From an optimization exercise on the open Yosys and OpenROAD flow, aimed at small area; shortcuts taken in it are not production practice. Where RTL was checked, it was by simulation tests only, not by an equivalence proof against the original. For run 3, only the layout was checked, not whether the RTL still works. Power and IR drop assume default switching activity.

## flow/design.v (module list and top-level ports; edited modules follow where they fit)
// module sao_FSM: 137 lines
// module sao_stat_BO_classify: 9 lines
// module sao_stat_EO_classify: 21 lines
// module sao_stat_accu: 80 lines
// module sao_stat_bo_reduce: 66 lines
// module sao_stat_boundary: 63 lines
// module sao_stat_mask: 49 lines
// module sao_stat_n_add_s11: 16 lines
// module sao_stat_n_add_s21: 29 lines
// module sao_stat_n_add_s31: 43 lines
// module sao_stat_n_add_s41: 46 lines
// module sao_stat_n_add_s51: 47 lines
// module sao_stat_n_add_s61: 34 lines
// module sao_stat_n_add_s71: 34 lines
// module sao_stat_n_add_s81: 34 lines
// module sao_stat_n_pix: 82 lines
// module sao_stat_n_pix_add: 97 lines
// module sao_stat_n_pix_add_bo: 61 lines
// module sao_stat_n_pix_bo: 19 lines
// module sao_stat_one_pixel_cmp: 15 lines
// module sao_stat_one_pixel_diff: 19 lines
// module sao_stat_pip_1to2: 50 lines
// module sao_stat_rec_matching: 119 lines
// module sao_stat_type: 125 lines
// module sao_stat_type_bo: 206 lines
// module sao_top: 227 lines
// module sao_stat_top: 69 lines
module sao_stat_top (
	input  wire          clk,
	input  wire          arst_n,
	input  wire          rst_n,
	input  wire          en_i,
	input  wire          en_o,
	input  wire [8:0]    ctu_x,
	input  wire [8:0]    ctu_y,
	input  wire [63:0]   n_org_m,
	input  wire [191:0]  rec_in,
	output wire [223:0]  sum_eo,
	output wire [159:0]  num_eo,
	output wire [111:0]  sum_bo,
	output wire [79:0]   num_bo,
	output wire          wait_forPre,
	output wire [1:0]    cIdx,
	output wire [9:0]    cnt_st
);
  // ...
==> flow/run.sh <==
#!/bin/bash
# synth_recipe.tcl (not shown) runs the flow's synth.tcl, then flattens the netlist and writes it again
# the make line also repeats each setting of config.mk as NAME=value (left out here)
make -C /OpenROAD-flow-scripts/flow DESIGN_CONFIG=/design/flow/config.mk WORK_HOME=/design/flow/orfs CLKGATE_MAP_FILE= SYNTH_SCRIPT=/design/flow/synth_recipe.tcl finish
==> flow/config.mk <==
export PLATFORM = sky130hd
export DESIGN_NAME = sao_stat_top
export DESIGN_NICKNAME = sao_stat_top
export VERILOG_FILES = /design/flow/design.v
export SDC_FILE = /design/flow/constraint.sdc
export NUM_CORES = 4
export LEC_CHECK = 0
export CAP_MARGIN = 20
export CORE_MARGIN = 2
export CORE_UTILIZATION = 40
export SLEW_MARGIN = 20
==> flow/constraint.sdc <==
create_clock -name core_clock -period 6.5 [get_ports {clk}]
set_input_delay 1.3000 -clock core_clock [delete_from_list [all_inputs] [get_ports {clk}]]
set_output_delay 1.3000 -clock core_clock [all_outputs]
set_load 0.01 [all_outputs]
==> impl_metrics.yaml, run 1 <==
global_routing:
  grt_use_met3_pct: 8.21
  antenna_found_initial: 30
  grt_overflow_total: 0
  use_met2_pct: 41.4
yosys:
  yosys-mux-area-fraction_pct: 3.09
  synthTopCellsByCount: "2183 x dfrtp_1, 1836 x nor2_1, 1818 x ha_1, 1620 x inv_1, 1354 x nand2_1"
  synth_edf_count: 0
  synth_compound_area_share_pct: 17.9
  ys.flop_type: "dfrtp_1"
  syn_area_per_cell_um2: 9.11
  yosysTopAreaCellShare_pct: 32.7
  synth.distinct_cells: 96
final_layout:
  inv_count: 1622
  multi_input_area_share_pct: 53.9
  n_antenna_cell: 13
  stdcell_area_um2: 192000
  design.seq.count: 2185
  clkbuf_count: 390
run:
  maxCapViolations: 0
clock_network:
  clock-root-buffer: "clkbuf_16"
  clk_latency_ns: 0.96
  hold_buffers: 0
  h-tree-depth: 5
place:
  pre_cts_ws_ns: 0.956
pwr:
  maxPowerGroup: "the clock network"
  p_sw_share_pct: 30.4
  p_comb_share_pct: 16.0
  pg_comb_mw: 5.87
  p_int_mw: 25.4
timing:
  worst_slack_ns: 1.62
  max_slew_margin_pct: 6.62
  rsz0062_at_grt: "no"
  max_freq_mhz: 205
run_status:
  status: "timing/DRC/antenna clean"
setup_path:
  arrival_ns: 5.71
  cp-endpoint: "u_sao.sao_stat_type_bo.isWithin[7]"
  reg2reg_to: "u_sao.sao_stat_type_bo.isWithin[7]"
  worstSetupStartpoint: "u_sao.sao_stat_pip_1to2.cIdx_r1[0]"
detailed_routing:
  wl_met1_mm: 300
  drc: 0
  drt_wl_total_mm: 657
  routed.top_layer: "met5"
floorplan:
  num_rows: 237
  dieHeight_um: 650
==> module sao_stat_top, before the edit <==
module sao_stat_top (
	input  wire          clk,
	input  wire          arst_n,
	input  wire          rst_n,
	input  wire          en_i,
	input  wire          en_o,
	input  wire [8:0]    ctu_x,
	input  wire [8:0]    ctu_y,
	input  wire [63:0]   n_org_m,
	input  wire [191:0]  rec_in,
	output wire [223:0]  sum_eo,
	output wire [159:0]  num_eo,
	output wire [111:0]  sum_bo,
	output wire [79:0]   num_bo,
	output wire          wait_forPre,
	output wire [1:0]    cIdx,
	output wire [9:0]    cnt_st
);
	logic [0:7][7:0]          org_a;
	logic [0:3][0:5][7:0]     rec_a;
	logic signed [0:3][0:3][13:0] sum_a;
	logic [0:3][0:3][9:0]     num_a;
	logic signed [0:7][13:0]  sum_bo_a;
	logic [0:7][9:0]          num_bo_a;
	genvar i, j;
	generate
		for (i = 0; i < 8; i = i + 1) begin : g_org
			assign org_a[i] = n_org_m[8*i +: 8];
			assign sum_bo[14*i +: 14] = sum_bo_a[i];
			assign num_bo[10*i +: 10] = num_bo_a[i];
		end
		for (i = 0; i < 4; i = i + 1) begin : g_r
			for (j = 0; j < 6; j = j + 1) begin : g_c
				assign rec_a[i][j] = rec_in[8*(i*6+j) +: 8];
			end
			for (j = 0; j < 4; j = j + 1) begin : g_k
				assign sum_eo[14*(i*4+j) +: 14] = sum_a[i][j];
				assign num_eo[10*(i*4+j) +: 10] = num_a[i][j];
			end
		end
	endgenerate
	sao_top #(
		.num_pix_CTU_log2(5),
		.num_accu_len(9),
		.n_pix(8),
		.org_window_width(4)
	) u_sao (
		.clk(clk),
		.arst_n(arst_n),
		.rst_n(rst_n),
		.pic_width(13'd0),
		.pic_height(13'd0),
		.en_i(en_i),
		.en_o(en_o),
		.ctu_x(ctu_x),
		.ctu_y(ctu_y),
		.ctb_size_log2(3'd6),
		.n_org_m(org_a),
		.rec_in(rec_a),
		.ctu_size(3'd6),
		.sum_blk_CTU(sum_a),
		.num_blk_CTU(num_a),
		.sum_blk_CTU_bo(sum_bo_a),
		.num_blk_CTU_bo(num_bo_a),
		.wait_forPre(wait_forPre),
		.cIdx(cIdx),
		.cnt_st(cnt_st)
	);
endmodule
==> run 2, diff against run 1 <==
==> flow/design.v (replaced) <==
`timescale 1ns/1ps
module sao_stat_top (
	input  wire          clk,
	input  wire          arst_n,
	input  wire          rst_n,
	input  wire          en_i,
	input  wire          en_o,
	input  wire [8:0]    ctu_x,
	input  wire [8:0]    ctu_y,
	input  wire [63:0]   n_org_m,
	input  wire [191:0]  rec_in,
	output wire [223:0]  sum_eo,
	output wire [159:0]  num_eo,
	output wire [111:0]  sum_bo,
	output wire [79:0]   num_bo,
	output wire          wait_forPre,
	output wire [1:0]    cIdx,
	output wire [9:0]    cnt_st
);
	genvar i, j, t, c;
	reg        st;           
	reg [1:0]  cidx;
	reg [9:0]  cnt;
	reg [4:0]  xc, yc;
	reg        not_end;
	reg        ne_pre;
	wire luma     = (cidx == 2'd0);
	wire wfp      = luma ? (cnt < 10'd35) : (cnt < 10'd30);
	wire bo_pre   = luma ? (cnt < 10'd32) : (cnt < 10'd16);
	wire cnt_last = luma ? (cnt == 10'd904) : (cnt == 10'd239);
	wire refresh  = st && (cnt == 10'd22);
	wire [4:0] xlen = luma ? 5'd28 : 5'd13;
	wire [4:0] ylen = luma ? 5'd29 : 5'd14;
	assign wait_forPre = wfp;
	assign cIdx = cidx;
	assign cnt_st = cnt;
	always @(posedge clk or negedge arst_n)
		if (!arst_n) begin
			st <= 1'b0; cidx <= 2'd0; cnt <= 10'd0; xc <= 5'd0; yc <= 5'd0;
			not_end <= 1'b1; ne_pre <= 1'b1;
		end else if (!rst_n) begin
			st <= 1'b0; cidx <= 2'd0; cnt <= 10'd0; xc <= 5'd0; yc <= 5'd0;
			not_end <= 1'b1; ne_pre <= 1'b1;
		end else if (en_o) begin
			st <= en_i;
			if (st) begin
				cnt <= cnt_last ? 10'd0 : cnt + 10'd1;
				if (xc < xlen && !wfp)
					xc <= xc + 5'd1;
				else begin
					xc <= 5'd0;
					yc <= (yc < ylen && !wfp) ? yc + 5'd1 : 5'd0;
				end
			end
			if (luma && cnt == 10'd904)
				cidx <= 2'd1;
			else if (cidx == 2'd1 && cnt == 10'd239)
				cidx <= 2'd2;
			else if (cidx == 2'd2 && cnt == 10'd239)
				cidx <= 2'd0;
			not_end <= !st || !cnt_last;
			ne_pre <= luma ? (cnt != 10'd31) : (cnt != 10'd15);
		end
	function [7:0] px;
		input [191:0] w;
		input integer r, cc;
		px = w[8*(r*6+cc) +: 8];
	endfunction
	wire [7:0] rec [0:7];
	wire [4:0] dif [0:7];
	generate
		for (i = 0; i < 8; i = i + 1) begin : g_px
			assign rec[i] = px(rec_in, 1 + ((i >> 1) & 1), 1 + (i & 1) + 2 * ((i >> 2) & 1));
			wire [8:0] du = {1'b0, n_org_m[8*i +: 8]} - {1'b0, rec[i]};
			assign dif[i] = ($signed(du) <= -9'sd16) ? 5'b10001 :
			                ($signed(du) >=  9'sd16) ? 5'b01111 : du[4:0];
		end
	endgenerate
	function [1:0] sgn;
		input [7:0] a, b;
		sgn = (a > b) ? 2'b01 : (a == b) ? 2'b00 : 2'b11;
	endfunction
	function [2:0] ecat;
		input [1:0] sl, sr;
		reg signed [2:0] s;
		begin
			s = $signed({sl[1], sl}) + $signed({sr[1], sr});
			case (s)
				-3'sd2: ecat = 3'd1;
				-3'sd1: ecat = 3'd2;
				 3'sd1: ecat = 3'd3;
				 3'sd2: ecat = 3'd4;
				default: ecat = 3'd0;
			endcase
		end
	endfunction
	wire [1:0] h [0:3][0:4];
	wire [1:0] v [0:2][0:5];
	wire [1:0] dg [0:2][0:4];
	wire [1:0] ad [0:2][0:4];
	generate
		for (i = 0; i < 4; i = i + 1) begin : g_cr
			for (j = 0; j < 6; j = j + 1) begin : g_cc
				if (i >= 1 && i <= 2 && j <= 4) begin : g_h
					assign h[i][j] = sgn(px(rec_in, i, j), px(rec_in, i, j + 1));
				end
				if (i <= 2 && j >= 1 && j <= 4) begin : g_v
					assign v[i][j] = sgn(px(rec_in, i, j), px(rec_in, i + 1, j));
				end
				if (i <= 2 && j <= 4) begin : g_d
					assign dg[i][j] = sgn(px(rec_in, i, j), px(rec_in, i + 1, j + 1));
					assign ad[i][j] = sgn(px(rec_in, i, j + 1), px(rec_in, i + 1, j));
				end
			end
		end
	endgenerate
	function [1:0] neg;
		input [1:0] s;
		neg = ~s + 2'd1;
	endfunction
	wire lft = (xc == 5'd0) && (ctu_x == 9'd0);
	wire abv = (yc == 5'd0) && (ctu_y == 9'd0);
	wire [2:0] e0 [0:3][0:7];
	generate
		for (i = 0; i < 8; i = i + 1) begin : g_ec
			localparam integer R = 1 + ((i >> 1) & 1);
			localparam integer C = 1 + (i & 1) + 2 * ((i >> 2) & 1);
			wire [2:0] c0 = ecat(neg(h[R][C-1]), h[R][C]);
			wire [2:0] c1 = ecat(neg(v[R-1][C]), v[R][C]);
			wire [2:0] c2 = ecat(neg(dg[R-1][C-1]), dg[R][C]);
			wire [2:0] c3 = ecat(ad[R][C-1], neg(ad[R-1][C]));
			wire m0 = lft && (i == 0 || i == 2);
			wire m1 = abv && (i == 0 || i == 1 || i == 4 || i == 5);
			wire m2 = (lft && (i == 0 || i == 2)) || (abv && (i == 0 || i == 1 || i == 4 || i == 5));
			assign e0[0][i] = m0 ? 3'd0 : c0;
			assign e0[1][i] = m1 ? 3'd0 : c1;
			assign e0[2][i] = m2 ? 3'd0 : c2;
			assign e0[3][i] = m2 ? 3'd0 : c3;
		end
	endgenerate
	reg        iscol_, isacc_, iscol, isacc;
	reg [7:0]  avg1, avg2;
	reg [12:0] bsum;
	reg [4:0]  cand0, cand1, cand2;
	reg [1:0]  cir;
	wire [10:0] psum = ((rec[0] + rec[1]) + (rec[2] + rec[3])) + ((rec[4] + rec[5]) + (rec[6] + rec[7]));
	wire [10:0] psum4 = psum + 11'd4;
	wire [12:0] bsum16 = bsum + 13'd16;
	wire [12:0] bsum8 = bsum + 13'd8;
	wire [4:0] cand = (cir == 2'd0) ? cand0 : (cir == 2'd1) ? cand1 : cand2;
	always @(posedge clk)
		if (en_o) begin
			avg1 <= psum4[10:3];
			avg2 <= avg1;
		end
	always @(posedge clk or negedge arst_n)
		if (!arst_n) begin
			{iscol_, isacc_, iscol, isacc} <= 4'd0;
			bsum <= 13'd0; cand0 <= 5'd0; cand1 <= 5'd0; cand2 <= 5'd0; cir <= 2'd0;
		end else if (!rst_n) begin
			{iscol_, isacc_, iscol, isacc} <= 4'd0;
			bsum <= 13'd0; cand0 <= 5'd0; cand1 <= 5'd0; cand2 <= 5'd0; cir <= 2'd0;
		end else if (en_o) begin
			iscol_ <= st && !ne_pre;
			isacc_ <= st && bo_pre;
			iscol <= iscol_;
			isacc <= isacc_;
			cir <= cidx;
			if (isacc)
				bsum <= bsum + {5'd0, avg2};
			else if (iscol) begin
				bsum <= 13'd0;
				if (cidx == 2'd0)
					cand0 <= bsum16[12:8];
				else if (cidx == 2'd1)
					cand1 <= bsum8[11:7];
				else
					cand2 <= bsum8[11:7];
			end
		end
	reg c1, c2, c3, w1, w2, w3;
	always @(posedge clk or negedge arst_n)
		if (!arst_n)
			{c1, c2, c3, w1, w2, w3} <= 6'd0;
		else if (!rst_n)
			{c1, c2, c3, w1, w2, w3} <= 6'd0;
		else if (en_o) begin
			c1 <= not_end && !wfp;
			w1 <= st;
			c2 <= c1; w2 <= w1;
			c3 <= c2; w3 <= w2;
		end
	reg [4:0] d1 [0:7];
	reg [4:0] d2 [0:7];
	reg [4:0] d3 [0:7];
	reg [2:0] e1 [0:3][0:7];
	reg [2:0] e2 [0:3][0:7];
	reg [2:0] e3 [0:3][0:7];
	reg [4:0] b1 [0:7];
	reg [4:0] b2 [0:7];
	reg [4:0] k1, k2;
	reg       z3 [0:7];      
	reg [2:0] s3 [0:7];      
	generate
		for (i = 0; i < 8; i = i + 1) begin : g_pipe
			wire [6:0] rel = {2'd0, b2[i]} + 7'd3 - {2'd0, k2};
			always @(posedge clk)
				if (en_o) begin
					d1[i] <= dif[i];
					d2[i] <= d1[i];
					d3[i] <= d2[i];
					b1[i] <= rec[i][7:3];
					b2[i] <= b1[i];
					z3[i] <= (k2 >= 5'd3) && (rel[6:3] == 4'd0);
					s3[i] <= rel[2:0];
				end
			for (t = 0; t < 4; t = t + 1) begin : g_pt
				always @(posedge clk)
					if (en_o) begin
						e1[t][i] <= e0[t][i];
						e2[t][i] <= e1[t][i];
						e3[t][i] <= e2[t][i];
					end
			end
		end
	endgenerate
	always @(posedge clk)
		if (en_o) begin
			k1 <= cand;
			k2 <= k1;
		end
	reg  signed [7:0] tsum [0:7];
	wire signed [7:0] tnew [0:7];
	generate
		for (i = 0; i < 8; i = i + 1) begin : g_t
			wire signed [7:0] term [0:7];
			for (j = 0; j < 8; j = j + 1) begin : g_tt
				if (j < i) begin : g_z
					assign term[j] = 8'sd0;
				end else if (j == i) begin : g_s
					assign term[j] = {{3{d2[j][4]}}, d2[j]};
				end else begin : g_o
					assign term[j] = (b2[j] == b2[i]) ? {{3{d2[j][4]}}, d2[j]} : 8'sd0;
				end
			end
			assign tnew[i] = ((term[0] + term[1]) + (term[2] + term[3])) + ((term[4] + term[5]) + (term[6] + term[7]));
			always @(posedge clk)
				if (en_o && w2)
					tsum[i] <= tnew[i];
		end
	endgenerate
	wire clr = !rst_n || (en_o && refresh);
	wire ge = en_o && c3 && w3;
	wire gb = en_o && c3;
	generate
		for (t = 0; t < 4; t = t + 1) begin : g_eo
			for (c = 0; c < 4; c = c + 1) begin : g_cat
				wire [7:0] m [0:7];
				wire [3:0] hit [0:7];
				for (i = 0; i < 8; i = i + 1) begin : g_m
					wire on = (e3[t][i] == c + 1);
					assign m[i] = on ? {{3{d3[i][4]}}, d3[i]} : 8'd0;
					assign hit[i] = {3'd0, on};
				end
				wire [7:0] s = ((m[0] + m[1]) + (m[2] + m[3])) + ((m[4] + m[5]) + (m[6] + m[7]));
				wire [3:0] n = ((hit[0] + hit[1]) + (hit[2] + hit[3])) + ((hit[4] + hit[5]) + (hit[6] + hit[7]));
				reg [13:0] acc_s;
				reg [9:0]  acc_n;
				wire g = ge && (acc_n[9:2] != 8'hff);
				always @(posedge clk or negedge arst_n)
					if (!arst_n) begin
						acc_s <= 14'd0; acc_n <= 10'd0;
					end else if (clr) begin
						acc_s <= 14'd0; acc_n <= 10'd0;
					end else begin
						acc_s <= acc_s + (g ? {{6{s[7]}}, s} : 14'd0);
						acc_n <= acc_n + (g ? {6'd0, n} : 10'd0);
					end
				assign sum_eo[14*(t*4+c) +: 14] = acc_s;
				assign num_eo[10*(t*4+c) +: 10] = acc_n;
			end
		end
		for (c = 0; c < 8; c = c + 1) begin : g_bo
			wire [7:0] hit;
			wire [7:0] first;
			wire [3:0] hn [0:7];
			wire [7:0] sel [0:7];
			for (i = 0; i < 8; i = i + 1) begin : g_h
				assign hit[i] = z3[i] && (s3[i] == c);
				if (i == 0) begin : g_f0
					assign first[i] = hit[i];
				end else begin : g_fi
					assign first[i] = hit[i] && !(|hit[i-1:0]);
				end
				assign hn[i] = {3'd0, hit[i]};
				assign sel[i] = first[i] ? tsum[i] : 8'd0;
			end
			wire [7:0] s = (sel[0] | sel[1] | sel[2] | sel[3]) | (sel[4] | sel[5] | sel[6] | sel[7]);
			wire [3:0] n = ((hn[0] + hn[1]) + (hn[2] + hn[3])) + ((hn[4] + hn[5]) + (hn[6] + hn[7]));
			reg [13:0] acc_s;
			reg [9:0]  acc_n;
			wire g = gb && (acc_n[9:2] != 8'hff);
			always @(posedge clk or negedge arst_n)
				if (!arst_n) begin
					acc_s <= 14'd0; acc_n <= 10'd0;
				end else if (clr) begin
					acc_s <= 14'd0; acc_n <= 10'd0;
				end else begin
					acc_s <= acc_s + (g ? {{6{s[7]}}, s} : 14'd0);
					acc_n <= acc_n + (g ? {6'd0, n} : 10'd0);
				end
			assign sum_bo[14*c +: 14] = acc_s;
			assign num_bo[10*c +: 10] = acc_n;
		end
	endgenerate
endmodule
==> run 2 against run 1 <==
- worst hold slack improved by 0.13 ns
- maximum frequency decreased by 22%
- total power decreased by 33%
- first-iteration DRC count decreased by 56%
- routed wire length decreased by 41%
- register-to-register slack got worse by 1.4 ns
- setup slack got worse by 1.4 ns
- synthesized cell count decreased by 39%
- cell count decreased by 35%
- critical path depth increased by 12
- area after synthesis decreased by 33%
==> impl_metrics.yaml, run 2 <==
yosys:
  yosysTopAreaCellShare_pct: 16.3
  synthTopCellsByCount: "1366 x inv_1, 1186 x ha_1, 894 x fa_1, 849 x nor2_1, 691 x nand2_1"
  ys.flop_type: "dfrtp_1"
  synth.distinct_cells: 97
  ys_async_sr_fraction_pct: 51.4
  syn_nets: 13600
  ys_top_cells_by_area: "edfxtp_1 16%, fa_1 16%, dfrtp_1 14%"
  ys.warnings.count: 12
  syn_area_um2: 112000
  yosysTopAreaCell: "edfxtp_1"
  netlist_instances: 11200
  ys_seq_area_share_pct: 30.7
  ys_ff_latch: 1248
  synth_edf_count: 607
  syn_area_per_cell_um2: 9.95
  synth_most_common_cell: "inv_1"
detailed_routing:
  drt-pass1-iter-count: 10
  drc: 0
  drt_wl_total_mm: 388
  wl_per_cell_um: 24.0
  ant_nets: 0
  via_count: 88200
  initialDrtViolationCount: 7148
  viasPerCell: 5.47
global_routing:
  grt_max_degree: 160
  use_met2_pct: 41.5
  busiest_layer: "met2"
  grt_util_met1_pct: 37.4
  grt.total_usage_pct: 26.9
  grt_pass1_wl_mm: 576
  grt_pass1_vias: 89800
  antenna_found_initial: 73
  grt_use_met3_pct: 4.21
  grt_overflow_total: 0
timing:
  max_freq_mhz: 159
  slew_violations: 0
  min_period_over_period_pct: 96.8
  final-hold-violation-count: 0
  max_slew_margin_pct: 26.1
  tightest_slew_ns: 1.10
  fin_skew_ns: 0.0595
  setup_viol: 0
  setup_tns_ns: 0
  post-route-min-period_ns: 6.29
setup_path:
  critPathRequiredTime_ns: 7.26
  worstSetupStartpointType: "flop"
  path_class: "reg -> reg"
  reg2reg_to: "g_eo[0].g_cat[2].acc_s[12]"
  reg2regPathDepth: 25
  endpoint_kind: "flop"
  critPathMaxStageDelay_ns: 0.55
  r2r_start: "e3[3][1]"
  crit_path_top_delay_cell: "fa_1"
  arrival_ns: 7.05
  crit_fanout: 4
  rrSetupSlack_ns: 0.21
min_path:
  min_path_type: "reg -> reg"
  hold_depth: 0
  min-delay-start: "e2[20][1]"
  hold_end: "e3[20][1]"
floorplan:
  die-area_um2: 283000
  dieWidth_um: 532
  start_util_pct: 40.3
  pin_count: 868
  num_rows: 193
  core-area_um2: 277000
  dieHeight_um: 532
final_layout:
  largest-register: "g_eo.g_cat.acc_s"
  top_regs: "g_eo.g_cat.acc_s x224, g_eo.g_cat.acc_n x160, g_bo.acc_s x112"
  layout-drive-gt1-share_pct: 7.06
  syn2layout_area_growth_pct: 18.5
  largest_register_ffs: 224
  final_core_util_pct: 47.8
  nFillCells: 25700
  nNetsFinal: 14600
  final_cell_mix: "1366 x inv_1, 1177 x ha_1, 890 x fa_1, 865 x clkdlybuf4s50_1, 849 x nor2_1"
  final_common_cell: "inv_1"
run_status:
  status: "timing/DRC/antenna clean"
place:
  place_congestion: 0.960
  portBuffers: 867
  hpwl_mm: 307
clock_network:
  hold_buffers: 0
  clk_pin_slew_worst_paths_ns: 0.07
  clock-root-buffer: "clkbuf_16"
  cts_tree: "done"
  cts_buffer_depth: 4
  h-tree-depth: 4
  clock-sinks: 1248
  clk_latency_ns: 0.88
  cts_buffers: 155
run:
  maxCapViolations: 0
pwr:
  power_leakage_nw: 61.0
  p_per_area_nw_per_um2: 185
  irDropWorstVdd_uv: 200
-- run 2: cell count changes after synthesis, sizes merged, moves of 325 or more --
cell	delta
edfxtp	+607
a21oi	-354
nor2	-988
a22o	-433
xnor2	-335
nand2	-663
mux2i	-437
and2	+537
fa	+388
xor2	-325
clkbuf	-468
dfrtp	-1544
o21ai	-857
ha	-632
-- run 2: per-layer routing --
metal / part of all wire (%) / wire length (µm)
met2: 44 / 171000
met4: 4.5 / 17400
met1: 44 / 171000
met5: 0.036 / 140
met3: 7.2 / 27900
-- run 2: through the flow --
step / total power, mW / std cells / setup WS [ns] / cell area (µm²) / hold WS [ns]
6_report: 24.5 / 16100 / 0.209 / 132000 / 0.389
5_1_grt: 25.9 / 16100 / -0.0408 / 132000 / 0.407
4_1_cts: 24.7 / 16100 / 0.0169 / 132000 / 0.394
3_5_place_dp: 15.7 / 15800 / 0.0141 / 126000 / 0.405
3_3_place_gp: 15.6 / 15800 / 0.115 / 126000 / 0.401
2_1_floorplan: 13.3 / 11200 / 0.466 / 112000 / 0.400
-- run 2: where the power goes --
part,switching (mW),internal [mW],leakage [nW]
clock,3.69,5.15,2.48
combinational,3.80,2.59,43.7
sequential,0.436,8.88,14.8
-- run 2: area by class of cell --
class | instances | area [µm²] | share of cell area (%)
Inverter | 1372 | 5150 | 3.89
Clock inverter | 68 | 805 | 0.608
Sequential cell | 1248 | 34300 | 25.9
Tap cell | 3705 | 4640 | 3.50
Antenna cell | 39 | 97.6 | 0.0737
Clock buffer | 200 | 4280 | 3.24
Multi-Input combinational cell | 8278 | 71400 | 54.0
Timing Repair Buffer | 1222 | 11700 | 8.83
-- run 2: repair_timing --
action                     in CTS  in global routing
pin swaps                       0                 15
gates resized for setup         2                144
setup endpoints to repair       2                 61
setup buffers                   0                 22
-- run 2: critical path, delay by kind of cell (launching register included) --
kind,cells,cell delay (ns)
muxes,1,0.21
AOI/OAI and AO/OA,5,0.87
xor gates and xnor gates,1,0.16
adders and majority gates,7,2.72
DFF,1,0.41
buffers and inverters,5,0.39
and+or+nand+nor,6,1.42
-- run 2: worst max-delay path by stage --
stage | end | cells after the start | from
after global placement | g_eo[0].g_cat[1].acc_s[13] | 26 | e3[1][0]
after floorplan | g_eo[0].g_cat[3].acc_s[12] | 24 | e3[4][1]
after detailed placement | g_eo[0].g_cat[1].acc_s[13] | 26 | e3[1][0]
after CTS | g_eo[0].g_cat[2].acc_s[12] | 22 | e3[0][2]
after global routing | g_eo[0].g_cat[2].acc_s[12] | 25 | e3[3][1]
final | g_eo[0].g_cat[2].acc_s[12] | 25 | e3[3][1]
-- run 2: kinds of logic after synthesis --
group | share of synthesized area [%]
buf+inv | 5.82
compound gates | 11.5
mux | 0.742
fa+ha+maj | 29.3
xor+xnor | 6.16
flops | 30.7
simple gates | 15.8
==> run 3, diff against run 2 <==
==> flow/design.v (replaced) <==
`timescale 1ns/1ps
module sao_stat_top (
	input  wire          clk,
	input  wire          arst_n,
	input  wire          rst_n,
	input  wire          en_i,
	input  wire          en_o,
	input  wire [8:0]    ctu_x,
	input  wire [8:0]    ctu_y,
	input  wire [63:0]   n_org_m,
	input  wire [191:0]  rec_in,
	output wire [223:0]  sum_eo,
	output wire [159:0]  num_eo,
	output wire [111:0]  sum_bo,
	output wire [79:0]   num_bo,
	output wire          wait_forPre,
	output wire [1:0]    cIdx,
	output wire [9:0]    cnt_st
);
	genvar i, t, c;
	reg        st;           
	reg [1:0]  cidx;
	reg [9:0]  cnt;
	reg [4:0]  xc, yc;
	reg        not_end;
	reg        ne_pre;
	wire luma     = (cidx == 2'd0);
	wire wfp      = luma ? (cnt < 10'd35) : (cnt < 10'd30);
	wire bo_pre   = luma ? (cnt < 10'd32) : (cnt < 10'd16);
	wire cnt_last = luma ? (cnt == 10'd904) : (cnt == 10'd239);
	wire refresh  = st && (cnt == 10'd22);
	wire [4:0] xlen = luma ? 5'd28 : 5'd13;
	wire [4:0] ylen = luma ? 5'd29 : 5'd14;
	assign wait_forPre = wfp;
	assign cIdx = cidx;
	assign cnt_st = cnt;
	always @(posedge clk or negedge arst_n)
		if (!arst_n) begin
			st <= 1'b0; cidx <= 2'd0; cnt <= 10'd0; xc <= 5'd0; yc <= 5'd0;
			not_end <= 1'b1; ne_pre <= 1'b1;
		end else if (!rst_n) begin
			st <= 1'b0; cidx <= 2'd0; cnt <= 10'd0; xc <= 5'd0; yc <= 5'd0;
			not_end <= 1'b1; ne_pre <= 1'b1;
		end else if (en_o) begin
			st <= en_i;
			if (st) begin
				cnt <= cnt_last ? 10'd0 : cnt + 10'd1;
				if (xc < xlen && !wfp)
					xc <= xc + 5'd1;
				else begin
					xc <= 5'd0;
					yc <= (yc < ylen && !wfp) ? yc + 5'd1 : 5'd0;
				end
			end
			if (luma && cnt == 10'd904)
				cidx <= 2'd1;
			else if (cidx == 2'd1 && cnt == 10'd239)
				cidx <= 2'd2;
			else if (cidx == 2'd2 && cnt == 10'd239)
				cidx <= 2'd0;
			not_end <= !st || !cnt_last;
			ne_pre <= luma ? (cnt != 10'd31) : (cnt != 10'd15);
		end
	wire lft = (xc == 5'd0) && (ctu_x == 9'd0);
	wire abv = (yc == 5'd0) && (ctu_y == 9'd0);
	wire [39:0] dif0;
	wire [95:0] eo0;
	wire [39:0] bnd0;
	wire [63:0] recm;
	sao_front u_front (.rec_in(rec_in), .n_org_m(n_org_m), .lft(lft), .abv(abv),
		.dif(dif0), .eo(eo0), .bnd(bnd0), .recm(recm));
	reg        iscol_, isacc_, iscol, isacc;
	reg [7:0]  avg1, avg2;
	reg [12:0] bsum;
	reg [4:0]  cand0, cand1, cand2;
	reg [1:0]  cir;
	wire [10:0] psum;
	sao_avg8 u_avg (.p(recm), .s(psum));
	wire [12:0] bsum16 = bsum + 13'd16;
	wire [12:0] bsum8 = bsum + 13'd8;
	wire [4:0] cand = (cir == 2'd0) ? cand0 : (cir == 2'd1) ? cand1 : cand2;
	always @(posedge clk)
		if (en_o) begin
			avg1 <= psum[10:3];
			avg2 <= avg1;
		end
	always @(posedge clk or negedge arst_n)
		if (!arst_n) begin
			{iscol_, isacc_, iscol, isacc} <= 4'd0;
			bsum <= 13'd0; cand0 <= 5'd0; cand1 <= 5'd0; cand2 <= 5'd0; cir <= 2'd0;
		end else if (!rst_n) begin
			{iscol_, isacc_, iscol, isacc} <= 4'd0;
			bsum <= 13'd0; cand0 <= 5'd0; cand1 <= 5'd0; cand2 <= 5'd0; cir <= 2'd0;
		end else if (en_o) begin
			iscol_ <= st && !ne_pre;
			isacc_ <= st && bo_pre;
			iscol <= iscol_;
			isacc <= isacc_;
			cir <= cidx;
			if (isacc)
				bsum <= bsum + {5'd0, avg2};
			else if (iscol) begin
				bsum <= 13'd0;
				if (cidx == 2'd0)
					cand0 <= bsum16[12:8];
				else if (cidx == 2'd1)
					cand1 <= bsum8[11:7];
				else
					cand2 <= bsum8[11:7];
			end
		end
	reg c1, c2, c3, w1, w2, w3;
	always @(posedge clk or negedge arst_n)
		if (!arst_n)
			{c1, c2, c3, w1, w2, w3} <= 6'd0;
		else if (!rst_n)
			{c1, c2, c3, w1, w2, w3} <= 6'd0;
		else if (en_o) begin
			c1 <= not_end && !wfp;
			w1 <= st;
			c2 <= c1; w2 <= w1;
			c3 <= c2; w3 <= w2;
		end
	reg [39:0] d1, d2;           
	reg [95:0] e1, e2;           
	reg [39:0] b1, b2;           
	reg [4:0]  k1, k2;           
	reg [7:0]  z3;               
	reg [23:0] s3;               
	wire [7:0]  zn;
	wire [23:0] sn;
	generate
		for (i = 0; i < 8; i = i + 1) begin : g_slot
			wire [6:0] rel = {2'd0, b2[5*i +: 5]} + 7'd3 - {2'd0, k2};
			assign zn[i] = (k2 >= 5'd3) && (rel[6:3] == 4'd0);
			assign sn[3*i +: 3] = rel[2:0];
		end
	endgenerate
	always @(posedge clk)
		if (en_o) begin
			d1 <= dif0; d2 <= d1;
			e1 <= eo0; e2 <= e1;
			b1 <= bnd0; b2 <= b1;
			k1 <= cand; k2 <= k1;
			z3 <= zn; s3 <= sn;
		end
	reg  [56:0] tsum;
	wire [56:0] tnew;
	sao_tsum u_tsum (.b(b2), .d(d2), .t(tnew));
	always @(posedge clk)
		if (en_o && w2)
			tsum <= tnew;
	wire clr = !rst_n || (en_o && refresh);
	wire ge = en_o && c3 && w3;
	wire gb = en_o && c3;
	wire [23:0] pr;
	generate
		for (i = 0; i < 4; i = i + 1) begin : g_pair
			assign pr[6*i +: 6] = {d2[10*i+4], d2[10*i +: 5]} + {d2[10*i+9], d2[10*i+5 +: 5]};
		end
		for (t = 0; t < 4; t = t + 1) begin : g_eo
			for (c = 0; c < 4; c = c + 1) begin : g_cat
				wire [7:0] sn;
				wire [3:0] nn;
				reg  [7:0] s3e;
				reg  [3:0] n3e;
				sao_eo_csum #(.CAT(c + 1)) u_sum (.codes(e2[24*t +: 24]), .d(d2), .p(pr), .s(sn), .n(nn));
				always @(posedge clk)
					if (en_o) begin
						s3e <= sn;
						n3e <= nn;
					end
				sao_acc u_acc (
					.clk(clk), .arst_n(arst_n), .clr(clr), .g_in(ge), .s(s3e), .n(n3e),
					.acc_s(sum_eo[14*(t*4+c) +: 14]), .acc_n(num_eo[10*(t*4+c) +: 10]));
			end
		end
		for (c = 0; c < 8; c = c + 1) begin : g_bo
			wire [7:0] sb;
			wire [3:0] nb;
			sao_bo_ssum #(.SLOT(c)) u_sum (.z(z3), .slots(s3), .t(tsum), .s(sb), .n(nb));
			sao_acc u_acc (
				.clk(clk), .arst_n(arst_n), .clr(clr), .g_in(gb), .s(sb), .n(nb),
				.acc_s(sum_bo[14*c +: 14]), .acc_n(num_bo[10*c +: 10]));
		end
	endgenerate
endmodule
module sao_front (
	input  wire [191:0] rec_in,
	input  wire [63:0]  n_org_m,
	input  wire         lft,
	input  wire         abv,
	output wire [39:0]  dif,
	output wire [95:0]  eo,
	output wire [39:0]  bnd,
	output wire [63:0]  recm
);
	genvar i, j;
	function [7:0] px;
		input [191:0] w;
		input integer r, cc;
		px = w[8*(r*6+cc) +: 8];
	endfunction
	function [1:0] sgn;
		input [7:0] a, b;
		integer k;
		reg g, l;
		begin
			g = 1'b0; l = 1'b0;
			for (k = 0; k < 8; k = k + 1) begin
				g = (a[k] & ~b[k]) | ((a[k] | ~b[k]) & g);
				l = (~a[k] & b[k]) | ((~a[k] | b[k]) & l);
			end
			sgn = {l, g | l};
		end
	endfunction
	function [1:0] neg;
		input [1:0] s;
		neg = ~s + 2'd1;
	endfunction
	function [2:0] ecat;
		input [1:0] sl, sr;
		reg signed [2:0] s;
		begin
			s = $signed({sl[1], sl}) + $signed({sr[1], sr});
			case (s)
				-3'sd2: ecat = 3'd1;
				-3'sd1: ecat = 3'd2;
				 3'sd1: ecat = 3'd3;
				 3'sd2: ecat = 3'd4;
				default: ecat = 3'd0;
			endcase
		end
	endfunction
	generate
		for (i = 0; i < 8; i = i + 1) begin : g_px
			wire [7:0] r = px(rec_in, 1 + ((i >> 1) & 1), 1 + (i & 1) + 2 * ((i >> 2) & 1));
			wire [8:0] du = {1'b0, n_org_m[8*i +: 8]} - {1'b0, r};
			wire hi = !du[8] && (du[7:4] != 4'b0000);
			wire lo = du[8] && !(du[7:4] == 4'b1111 && du[3:0] != 4'b0000);
			assign dif[5*i +: 5] = lo ? 5'b10001 : hi ? 5'b01111 : du[4:0];
			assign bnd[5*i +: 5] = r[7:3];
			assign recm[8*i +: 8] = r;
		end
	endgenerate
	wire [1:0] h [0:3][0:4];
	wire [1:0] v [0:2][0:5];
	wire [1:0] dg [0:2][0:4];
	wire [1:0] ad [0:2][0:4];
	generate
		for (i = 0; i < 4; i = i + 1) begin : g_cr
			for (j = 0; j < 6; j = j + 1) begin : g_cc
				if (i >= 1 && i <= 2 && j <= 4) begin : g_h
					assign h[i][j] = sgn(px(rec_in, i, j), px(rec_in, i, j + 1));
				end
				if (i <= 2 && j >= 1 && j <= 4) begin : g_v
					assign v[i][j] = sgn(px(rec_in, i, j), px(rec_in, i + 1, j));
				end
				if (i <= 2 && j <= 4) begin : g_d
					assign dg[i][j] = sgn(px(rec_in, i, j), px(rec_in, i + 1, j + 1));
					assign ad[i][j] = sgn(px(rec_in, i, j + 1), px(rec_in, i + 1, j));
				end
			end
		end
	endgenerate
	generate
		for (i = 0; i < 8; i = i + 1) begin : g_ec
			localparam integer R = 1 + ((i >> 1) & 1);
			localparam integer C = 1 + (i & 1) + 2 * ((i >> 2) & 1);
			wire [2:0] c0 = ecat(neg(h[R][C-1]), h[R][C]);
			wire [2:0] c1 = ecat(neg(v[R-1][C]), v[R][C]);
			wire [2:0] c2 = ecat(neg(dg[R-1][C-1]), dg[R][C]);
			wire [2:0] c3 = ecat(ad[R][C-1], neg(ad[R-1][C]));
			wire m0 = lft && (i == 0 || i == 2);
			wire m1 = abv && (i == 0 || i == 1 || i == 4 || i == 5);
			wire m2 = m0 || m1;
			assign eo[3*i +: 3]      = m0 ? 3'd0 : c0;
			assign eo[24 + 3*i +: 3] = m1 ? 3'd0 : c1;
			assign eo[48 + 3*i +: 3] = m2 ? 3'd0 : c2;
			assign eo[72 + 3*i +: 3] = m2 ? 3'd0 : c3;
		end
	endgenerate
endmodule
module sao_avg8 (
	input  wire [63:0] p,
	output wire [10:0] s
);
	assign s = ((p[7:0] + p[15:8]) + (p[23:16] + p[31:24])) +
	           ((p[39:32] + p[47:40]) + (p[55:48] + p[63:56])) + 11'd4;
endmodule
module sao_tsum (
	input  wire [39:0] b,
	input  wire [39:0] d,
	output wire [56:0] t
);
	genvar i, j;
	wire [7:0] tt [0:7];
	generate
		for (i = 0; i < 8; i = i + 1) begin : g_t
			localparam integer HI = (i < 4) ? 3 : 7;
			wire [6:0] term [0:3];
			for (j = 0; j < 4; j = j + 1) begin : g_tt
				localparam integer J = (HI - 3) + j;
				if (J < i) begin : g_z
					assign term[j] = 7'd0;
				end else if (J == i) begin : g_s
					assign term[j] = {{2{d[5*J+4]}}, d[5*J +: 5]};
				end else begin : g_o
					assign term[j] = (b[5*J +: 5] == b[5*i +: 5]) ? {{2{d[5*J+4]}}, d[5*J +: 5]} : 7'd0;
				end
			end
			wire [6:0] in_grp = (term[0] + term[1]) + (term[2] + term[3]);
			if (i >= 4) begin : g_hi
				assign tt[i] = {in_grp[6], in_grp};
			end else begin : g_lo
				wire [7:0] up = (b[5*i +: 5] == b[20 +: 5]) ? tt[4] :
				                (b[5*i +: 5] == b[25 +: 5]) ? tt[5] :
				                (b[5*i +: 5] == b[30 +: 5]) ? tt[6] :
				                (b[5*i +: 5] == b[35 +: 5]) ? tt[7] : 8'd0;
				assign tt[i] = {in_grp[6], in_grp} + up;
			end
		end
	endgenerate
	assign t = {tt[7][4:0], tt[6][5:0], tt[5][6:0], tt[4][6:0], tt[3], tt[2], tt[1], tt[0]};
endmodule
module sao_eo_csum #(parameter CAT = 1) (
	input  wire [23:0] codes,
	input  wire [39:0] d,
	input  wire [23:0] p,
	output wire [7:0]  s,
	output wire [3:0]  n
);
	function [6:0] add6s;
		input [5:0] x, y;
		integer k;
		reg c;
		reg [6:0] xx, yy;
		begin
			xx = {x[5], x}; yy = {y[5], y}; c = 1'b0;
			for (k = 0; k < 7; k = k + 1) begin
				add6s[k] = xx[k] ^ yy[k] ^ c;
				c = (xx[k] & yy[k]) | (xx[k] & c) | (yy[k] & c);
			end
		end
	endfunction
	function [7:0] add7s;
		input [6:0] x, y;
		integer k;
		reg c;
		reg [7:0] xx, yy;
		begin
			xx = {x[6], x}; yy = {y[6], y}; c = 1'b0;
			for (k = 0; k < 8; k = k + 1) begin
				add7s[k] = xx[k] ^ yy[k] ^ c;
				c = (xx[k] & yy[k]) | (xx[k] & c) | (yy[k] & c);
			end
		end
	endfunction
	genvar i;
	wire [7:0] on;
	wire [5:0] r [0:3];
	generate
		for (i = 0; i < 8; i = i + 1) begin : g_on
			assign on[i] = (codes[3*i +: 3] == CAT);
		end
		for (i = 0; i < 4; i = i + 1) begin : g_pr
			wire a = on[2*i];
			wire b = on[2*i+1];
			wire [5:0] da = {d[10*i+4], d[10*i +: 5]};
			wire [5:0] db = {d[10*i+9], d[10*i+5 +: 5]};
			assign r[i] = ({6{a & b}} & p[6*i +: 6]) | ({6{a & ~b}} & da) | ({6{~a & b}} & db);
		end
	endgenerate
	assign s = add7s(add6s(r[0], r[1]), add6s(r[2], r[3]));
	assign n = ((on[0] + on[1]) + (on[2] + on[3])) + ((on[4] + on[5]) + (on[6] + on[7]));
endmodule
module sao_acc (
	input  wire        clk,
	input  wire        arst_n,
	input  wire        clr,
	input  wire        g_in,
	input  wire [7:0]  s,
	input  wire [3:0]  n,
	output reg  [13:0] acc_s,
	output reg  [9:0]  acc_n
);
	function [8:0] rca8;
		input [7:0] x, y;
		integer k;
		reg c;
		begin
			c = 1'b0;
			for (k = 0; k < 8; k = k + 1) begin
				rca8[k] = x[k] ^ y[k] ^ c;
				c = (x[k] & y[k]) | (x[k] & c) | (y[k] & c);
			end
			rca8[8] = c;
		end
	endfunction
	function [4:0] rca4;
		input [3:0] x, y;
		integer k;
		reg c;
		begin
			c = 1'b0;
			for (k = 0; k < 4; k = k + 1) begin
				rca4[k] = x[k] ^ y[k] ^ c;
				c = (x[k] & y[k]) | (x[k] & c) | (y[k] & c);
			end
			rca4[4] = c;
		end
	endfunction
	wire g = g_in && (acc_n[9:2] != 8'hff);
	wire [7:0] sg = g ? s : 8'd0;
	wire [3:0] ng = g ? n : 4'd0;
	wire [8:0] lo_s = rca8(acc_s[7:0], sg);
	wire inc = lo_s[8] & ~sg[7];
	wire dec = ~lo_s[8] & sg[7];
	wire [5:0] all1, all0;
	assign all1[0] = 1'b1;
	assign all0[0] = 1'b1;
	genvar b;
	generate
		for (b = 1; b < 6; b = b + 1) begin : g_ch
			assign all1[b] = all1[b-1] & acc_s[7+b];
			assign all0[b] = all0[b-1] & ~acc_s[7+b];
		end
	endgenerate
	wire [5:0] hi_s = acc_s[13:8] ^ (({6{inc}} & all1) | ({6{dec}} & all0));
	wire [4:0] lo_n = rca4(acc_n[3:0], ng);
	wire [5:0] hn_p = acc_n[9:4] + 6'd1;
	wire [5:0] hi_n = lo_n[4] ? hn_p : acc_n[9:4];
	always @(posedge clk or negedge arst_n)
		if (!arst_n) begin
			acc_s <= 14'd0; acc_n <= 10'd0;
		end else if (clr) begin
			acc_s <= 14'd0; acc_n <= 10'd0;
		end else begin
			acc_s <= {hi_s, lo_s[7:0]};
			acc_n <= {hi_n, lo_n[3:0]};
		end
endmodule
module sao_bo_ssum #(parameter SLOT = 0) (
	input  wire [7:0]  z,
	input  wire [23:0] slots,
	input  wire [56:0] t,
	output wire [7:0]  s,
	output wire [3:0]  n
);
	wire [7:0] tv [0:7];
	assign tv[0] = t[7:0];
	assign tv[1] = t[15:8];
	assign tv[2] = t[23:16];
	assign tv[3] = t[31:24];
	assign tv[4] = {t[38], t[38:32]};
	assign tv[5] = {t[45], t[45:39]};
	assign tv[6] = {{2{t[51]}}, t[51:46]};
	assign tv[7] = {{3{t[56]}}, t[56:52]};
	genvar i;
	wire [7:0] hit;
	wire [7:0] first;
	wire [3:0] hn [0:7];
	wire [7:0] sel [0:7];
	generate
		for (i = 0; i < 8; i = i + 1) begin : g_h
			assign hit[i] = z[i] && (slots[3*i +: 3] == SLOT);
			if (i == 0) begin : g_f0
				assign first[i] = hit[i];
			end else begin : g_fi
				assign first[i] = hit[i] && !(|hit[i-1:0]);
			end
			assign hn[i] = {3'd0, hit[i]};
			assign sel[i] = first[i] ? tv[i] : 8'd0;
		end
	endgenerate
	assign s = (sel[0] | sel[1] | sel[2] | sel[3]) | (sel[4] | sel[5] | sel[6] | sel[7]);
	assign n = ((hn[0] + hn[1]) + (hn[2] + hn[3])) + ((hn[4] + hn[5]) + (hn[6] + hn[7]));
endmodule
==> run 3 against run 2 <==
- still clean
- first-iteration DRC count up 59%
- register-to-register slack gained 0.19 ns
- clock-buffer cell count is 10 lower
- critical endpoint is now g_bo[1].u_acc.acc_s[13]
==> impl_metrics.yaml, run 3 <==
run_status:
  status: "timing/DRC/antenna clean"
detailed_routing:
  drt-pass1-iter-count: 14
  drt_wl_total_mm: 391
  drc: 0
  ant_nets: 0
  viasPerCell: 5.74
  via_count: 83100
  wl_per_cell_um: 27.0
  initialDrtViolationCount: 11400
yosys:
  netlist_instances: 10000
  syn_nets: 11900
  ys.warnings.count: 16
  synth_most_common_cell: "inv_1"
  yosysTopAreaCell: "edfxtp_1"
  ys_async_sr_fraction_pct: 49.3
  ys_top_cells_by_area: "edfxtp_1 19%, dfrtp_1 16%, fa_1 14%"
  ys.flop_type: "edfxtp_1"
  ys_seq_area_share_pct: 35.0
  synthTopCellsByCount: "1300 x inv_1, 857 x ha_1, 843 x nor2_1, 736 x fa_1, 659 x edfxtp_1"
  syn_area_per_cell_um2: 10.2
  ys_ff_latch: 1300
  yosysTopAreaCellShare_pct: 19.3
  synth_edf_count: 659
  syn_area_um2: 102000
  synth.distinct_cells: 88
global_routing:
  grt_pass1_vias: 81700
  grt.total_usage_pct: 29.5
  antenna_found_initial: 37
  grt_max_degree: 159
  grt_overflow_total: 0
  grt_pass1_wl_mm: 561
pwr:
  p_switching_mw: 8.99
  p_seq_share_pct: 38.2
  p_int_mw: 17.7
  power_frac_clock_pct: 32.9
  p_sw_share_pct: 33.7
  p_comb_share_pct: 28.9
  p_per_area_nw_per_um2: 219
  power_leakage_nw: 53.0
  irDropWorstVdd_uv: 222
timing:
  setup_tns_ns: 0
  max_freq_mhz: 164
  fin_skew_ns: 0.0613
  slew_violations: 0
  max_slew_margin_pct: 14.1
  post-route-min-period_ns: 6.10
  rsz0062_at_grt: "no"
  whs_ns: 0.397
  setup_viol: 0
  tightest_slew_ns: 1.28
  final-hold-violation-count: 0
  min_period_over_period_pct: 93.8
min_path:
  min_path_type: "in -> async"
place:
  hpwl_mm: 303
  portBuffers: 867
  place_congestion: 0.994
  place_area_um2: 117000
clock_network:
  clock-root-buffer: "clkbuf_16"
  clk_latency_ns: 0.83
  post_cts_buffers: 0
  clock-sinks: 1300
  h-tree-depth: 4
  cts_buffer_depth: 3
  cts_tree: "done"
  cts_buffers: 152
  clk_pin_slew_worst_paths_ns: 0.06
setup_path:
  arrival_ns: 6.78
  crit_fanout: 5
  critPathRequiredTime_ns: 7.18
  critPathMaxStageDelay_ns: 0.59
  crit_path_top_delay_cell: "nor4_1"
  path_cells: "nor2b_1 > nand2_1 > ha_1 > nand3_1 > nor4_1 > a222oi_1 > a31oi_1 > ha_1 > fa_1 > fa_1 > inv_1 > fa_1 > fa_1 > fa_1 > fa_1 > fa_1 > inv_1 > ha_1 > nand4_1 > o21ai_0 > xnor2_1 > nor2_1"
  rrSetupSlack_ns: 0.40
  path_class: "reg -> reg"
  crit_top_cell: "fa_1"
  crit_buf_inv: 2
  endpoint_kind: "flop"
  worstSetupStartpointType: "flop"
  crit_family: "adder cells"
floorplan:
  core-area_um2: 254000
  num_rows: 185
  die-area_um2: 260000
  dieWidth_um: 510
  pin_count: 868
  start_util_pct: 40.3
  dieHeight_um: 510
final_layout:
  seqCellArea_um2: 35800
  top_regs: "g_eo.g_cat.u_acc.acc_s x224, g_eo.g_cat.u_acc.acc_n x160, g_eo.g_cat.s3e x128"
  syn2layout_area_growth_pct: 19.0
  nNetsFinal: 12900
  multi_input_area_um2: 60200
  largest_register_ffs: 224
  final_common_cell: "inv_1"
  final_cell_mix: "1300 x inv_1, 864 x clkdlybuf4s50_1, 857 x ha_1, 843 x nor2_1, 735 x fa_1"
  layout-drive-gt1-share_pct: 6.50
  largest-register: "g_eo.g_cat.u_acc.acc_s"
  final_core_util_pct: 47.9
  stdcell_area_um2: 122000
  nFillCells: 23100
run:
  maxCapViolations: 0
==> run 3: cell types whose count changed in the layout (fill, tap and decap cells not counted), sizes merged, moves of 111 or more <==
cell | before | now
ha | 1186 | 857
a222oi | 57 | 364
and2 | 644 | 345
a21o | 313 | 52
fa | 894 | 736
nor3b | 162 | 27
xnor2 | 452 | 321
maj3 | 0 | 125
nand2 | 691 | 567
a21oi | 534 | 411
o21ai | 388 | 277
==> run 3: layer usage <==
layer  global-route usage (%)  vias to the layer above  share of wire (%)
met5                        0                        -              0.045
met4                     11.8                       26                4.5
met3                     6.88                      848                9.9
met2                     44.2                     4351                 43
met1                     41.0                    41300                 43
li1                         -                    36600                  -
==> run 3: through the flow <==
step                      power, mW  setup slack [ns]  instances
after floorplan                14.5            0.0890      10000
after global placement         17.7             0.113      14200
after detailed placement       17.9            0.0227      14200
after CTS                      26.8             0.368      14500
after global routing           27.9            0.0183      14500
final                          26.7             0.400      14500
==> run 3: kinds of logic after synthesis <==
| kind of cell | synth area share, % |
|---|---|
| buf+inv | 6.44 |
| xor+xnor | 5.29 |
| compound gates | 12.4 |
| simple gates | 13.3 |
| fa+ha+maj | 26.1 |
| mux | 1.49 |
| flops | 35.0 |
==> run 3: worst register-to-register path: cells and delay by family, from the launching register on <==
| kind | cells | cell delay, ns |
|---|---|---|
| and+or+nand+nor | 6 | 1.34 |
| DFF | 1 | 0.45 |
| AOI/OAI and AO/OA | 3 | 0.71 |
| buffers and inverters | 2 | 0.13 |
| xor gates and xnor gates | 1 | 0.15 |
| adders and majority gates | 10 | 3.19 |
==> run 3: final timing paths <==
path                         from                      end  cells past startpoint
setup / recovery            z3[4]  g_bo[1].u_acc.acc_s[13]                     22
hold / removal             arst_n   g_bo[5].u_acc.acc_s[3]                      1
setup reg to reg            z3[4]  g_bo[1].u_acc.acc_s[13]                     22
max in group asynchronous  arst_n                       c3                      3
hold reg to reg             k1[2]                    k2[2]                      0
min in group core_clock     k1[2]                    k2[2]                      0
==> run 3: power groups by stage <==
stage	sequential, mW	clock, mW	combinational, mW
after floorplan	10.1	0	4.40
after global routing	10.3	9.31	8.35
after CTS	10.2	8.99	7.57
final	10.2	8.79	7.70
after detailed placement	10.4	0	7.53
after global placement	10.4	0	7.36
==> run 3: layout make-up <==
class / count / area share, %
multi-input combinational: 6991 / 49.4
inverter: 1324 / 4.08
clock inverter: 88 / 0.870
timing repair buffer: 1211 / 9.36
sequential: 1300 / 29.4
tap: 3366 / 3.46
antenna: 16 / 0.0329
clock buffer: 190 / 3.39
==> run 3: what timing repair did <==
item	4_1_cts	5_1_grt
hold buffers	0	0
gates resized for setup	0	1
setup endpoints to repair	0	1

## afterwards: timing with drivers on the ports
The flow's constraints put no driver on any port. The routed layouts listed below were extracted and timed again, unchanged, in two steps.
Step 1 sets driving cells, clkbuf_16 on the clock port and buf_2 on the other inputs (assumed; they add their load-dependent delay and slew).
Step 2, shift: input delay + t, output delay - t, t = (earliest + latest rising clock arrival at the registers) / 2. This alone moves slack from input paths to output paths.
Slacks: ideal / step 1 / step 2; pairs: ideal / step 1.
run | shift t [ns] | setup WS [ns] | slew at the worst register clock pin (ns) | worst slew at a driven data input, ns | cell pins on the clock port's net
run 1 | 1.049 | 1.618 / 1.618 / 0.819 | 0.07 / 0.07 | 0.11 | 1
run 2 | 0.947 | 0.209 / 0.209 / 0.209 | 0.07 / 0.07 | 0.28 | 1
run 3 | 0.896 | 0.400 / 0.400 / 0.031 | 0.08 / 0.08 | 0.23 | 1
After both steps every run listed still meets setup and hold. For run 1, which loses most, drivers alone change the setup slack by 0.000 ns; drivers and shift together by -0.799 ns.
